This design comes from an exercise in tuning for small area, a short achievable clock period and few clock cycles per item on the open sky130 flow, not from production work.
Function was checked by simulation only, so behaviour that the tests miss may differ from the original.
No activity file was given, so power comes from the tool's default toggle rates.

== sierra ==
==> flow/design.v (excerpt) <==
module processor(
    input [15:0] DIN,
    input Resetn, Clock, Run,
    output reg Done,
    output [15:0] BusWires
    );
==> flow/config.mk <==
export PLATFORM = sky130hd
export DESIGN_NAME = processor
export DESIGN_NICKNAME = processor
export VERILOG_FILES = /design/flow/design.v
export SDC_FILE = /design/flow/constraint.sdc
export NUM_CORES = 4
export LEC_CHECK = 0
export CAP_MARGIN = 20
export CORE_MARGIN = 2
export CORE_UTILIZATION = 40
export PLACE_DENSITY = 0.85
export SETUP_SLACK_MARGIN = 5
export SLEW_MARGIN = 20
export SYNTH_HIERARCHICAL = 1
==> flow/constraint.sdc <==
create_clock -name core_clock -period 10.0 [get_ports {Clock}]
set_input_delay 2.0000 -clock core_clock [delete_from_list [all_inputs] [get_ports {Clock}]]
set_output_delay 2.0000 -clock core_clock [all_outputs]
set_load 0.01 [all_outputs]
standard.sh (not shown) runs the stock make flow with config.mk's settings and CLKGATE_MAP_FILE= SYNTH_SCRIPT=/design/flow/synth_recipe.tcl, a recipe that flattens the netlist after the stock synthesis.
==> flow/flow/run.sh <==
#!/bin/bash
# Standard ORFS layout with these changes:
#  - port buffers are plain buffers (sky130_fd_sc_hd__buf_2), not delay buffers;
#  - clock tree from clkbuf_8 only, without dummy balancing loads;
#  - setup repair limited to the moves: unbuffer,sizeup,swap
set -euo pipefail
bash standard.sh \
  BUFFER_PORTS_ARGS="-buffer_cell sky130_fd_sc_hd__buf_2" \
  CTS_ARGS="-sink_clustering_enable -repair_clock_nets -dont_use_dummy_load -buf_list sky130_fd_sc_hd__clkbuf_8" \
  SETUP_MOVE_SEQUENCE="unbuffer,sizeup,swap" \
  finish > orfs_make.log 2>&1
sierra closes out successfully: all stages finished, all timing, DRC and antenna checks passed.
Testbench counts of sierra, summed over its fixed seeds: cycles 9,996, items 8,000.
[inputs] lagoon vs sierra
# sierra
export LEC_CHECK = 0
export CAP_MARGIN = 20
export CORE_MARGIN = 2
export CORE_UTILIZATION = 40
export PLACE_DENSITY = 0.85
export SETUP_SLACK_MARGIN = 5
export SLEW_MARGIN = 20
export SYNTH_HIERARCHICAL = 1
create_clock -name core_clock -period 10.0 [get_ports {Clock}]
# lagoon
export LEC_CHECK = 0
export CAP_MARGIN = 20
export CORE_MARGIN = 2
export CORE_UTILIZATION = 40
export SETUP_SLACK_MARGIN = 5
export SLEW_MARGIN = 20
export SYNTH_HIERARCHICAL = 1
create_clock -name core_clock -period 10.0 [get_ports {Clock}]
-- flow/flow/run.sh --
<<< sierra, line 2
# Standard ORFS layout with these changes:
>>> lagoon, line 2
# Standard ORFS layout with two changes:
<<< sierra, line 4
#  - clock tree from clkbuf_8 only, without dummy balancing loads;
#  - setup repair limited to the moves: unbuffer,sizeup,swap
>>> lagoon, line 4
#  - clock tree from clkbuf_8 only, without dummy balancing loads.
<<< sierra, line 10
  SETUP_MOVE_SEQUENCE="unbuffer,sizeup,swap" \
>>> lagoon, line 9
Findings:
- sierra -> lagoon: power density over the cells decreased by a few percent
- Critical path depth (lagoon over sierra): increase, 2
- On lagoon: via count of the first global-routing pass is about 3% higher than what sierra gave.
- lagoon against sierra: worst hold slack saw an increase, global-route usage saw an increase.
The following lists how maple was set up differently from lagoon:
# lagoon
export LEC_CHECK = 0
export CAP_MARGIN = 20
export CORE_MARGIN = 2
export CORE_UTILIZATION = 40
export SETUP_SLACK_MARGIN = 5
export SLEW_MARGIN = 20
export SYNTH_HIERARCHICAL = 1
create_clock -name core_clock -period 10.0 [get_ports {Clock}]
# maple
export LEC_CHECK = 0
export ABC_AREA = 1
export CAP_MARGIN = 20
export CORE_MARGIN = 2
export CORE_UTILIZATION = 40
export CTS_BUF_LIST = sky130_fd_sc_hd__clkbuf_4 sky130_fd_sc_hd__clkbuf_8
export SETUP_SLACK_MARGIN = 2
export SLEW_MARGIN = 20
export SYNTH_HIERARCHICAL = 1
create_clock -name core_clock -period 10.0 [get_ports {Clock}]
==> flow/flow/run.sh <==
#!/bin/bash
# Standard ORFS layout, with the port buffers made from plain buffers
# (sky130_fd_sc_hd__buf_2) instead of the delay buffers buffer_ports picks.
set -euo pipefail
bash standard.sh BUFFER_PORTS_ARGS="-buffer_cell sky130_fd_sc_hd__buf_2" finish > orfs_make.log 2>&1
### Flow results
Logic gate share of total power: maple < lagoon. Between lagoon and maple, worst max-slew margin expressed relative to the limit decreased. Compound-cell area share of the yosys netlist, maple and lagoon: higher on lagoon. Portion of the layout cell area used by clock cells on maple is up relative to lagoon. met3 wire length for maple: about 50% down relative to lagoon. From lagoon to maple the numbers moved as follows: combined buffer and inverter count along the critical path rose by 1, post-synthesis to final-layout area growth fell by 23 points.
Modified inputs, xenon compared to maple
# maple
export LEC_CHECK = 0
export ABC_AREA = 1
export CAP_MARGIN = 20
export CORE_MARGIN = 2
export CORE_UTILIZATION = 40
export CTS_BUF_LIST = sky130_fd_sc_hd__clkbuf_4 sky130_fd_sc_hd__clkbuf_8
export SETUP_SLACK_MARGIN = 2
export SLEW_MARGIN = 20
export SYNTH_HIERARCHICAL = 1
create_clock -name core_clock -period 10.0 [get_ports {Clock}]
# xenon
export LEC_CHECK = 0
export CAP_MARGIN = 20
export CORE_MARGIN = 2
export CORE_UTILIZATION = 40
export SETUP_SLACK_MARGIN = 5
export SLEW_MARGIN = 20
export SYNTH_HIERARCHICAL = 1
create_clock -name core_clock -period 10.0 [get_ports {Clock}]
==> flow/flow/run.sh <==
#!/bin/bash
# Standard ORFS layout with these changes:
#  - port buffers are plain buffers (sky130_fd_sc_hd__buf_2), not delay buffers;
#  - clock tree from clkbuf_8 only, without dummy balancing loads;
#  - power recovery (downsizing) on all paths after global route;
#  - setup repair limited to the moves: unbuffer,sizeup,swap
set -euo pipefail
bash standard.sh \
  BUFFER_PORTS_ARGS="-buffer_cell sky130_fd_sc_hd__buf_2" \
  CTS_ARGS="-sink_clustering_enable -repair_clock_nets -dont_use_dummy_load -buf_list sky130_fd_sc_hd__clkbuf_8" \
  RECOVER_POWER=100 \
  SETUP_MOVE_SEQUENCE="unbuffer,sizeup,swap" \
  finish > orfs_make.log 2>&1
Notes after the runs:
xenon ran in full, but the layout does not pass; the checks complain about max-capacitance violations, max-slew violations.
Sort xenon and maple by non-clock buffer total of the final layout, descending, and xenon comes first.
Taking maple as the reference, in xenon cell area after technology mapping fell by 14%; layout clock buffer count decreased by 1 relative to the old numbers; total clock network power lower; number of tap cells inserted fell by about 15%.

[afterwards: timing with drivers on the ports]
The flow's constraints put no driver on any port. The routed layouts listed below were extracted and timed again, unchanged, in two steps.
Step 1: set_driving_cell puts a clkbuf_16 on Clock and a buf_2 on each other input, an assumption about the parent block.
Step 2 also shifts input and output timing later by t, the mid clock arrival at the registers, as if the neighbouring blocks saw the same clock.
Slacks: no drivers / after step 1 / after step 2; pairs: no drivers / after step 1.
run | t (ns) | setup slack, ns | hold slack, ns
sierra | 0.464 | 2.465 / 2.414 / 2.414 | 0.485 / 0.485 / 0.485
lagoon | 0.484 | 3.212 / 3.146 / 3.146 | 0.494 / 0.494 / 0.494
maple | 0.489 | 2.590 / 2.572 / 2.572 | 0.507 / 0.507 / 0.507
xenon | 0.485 | 1.635 / 1.608 / 1.608 | 0.494 / 0.494 / 0.494
The setup slack of lagoon, which loses most, moves by -0.066 ns with the drivers and by -0.066 ns with both steps.
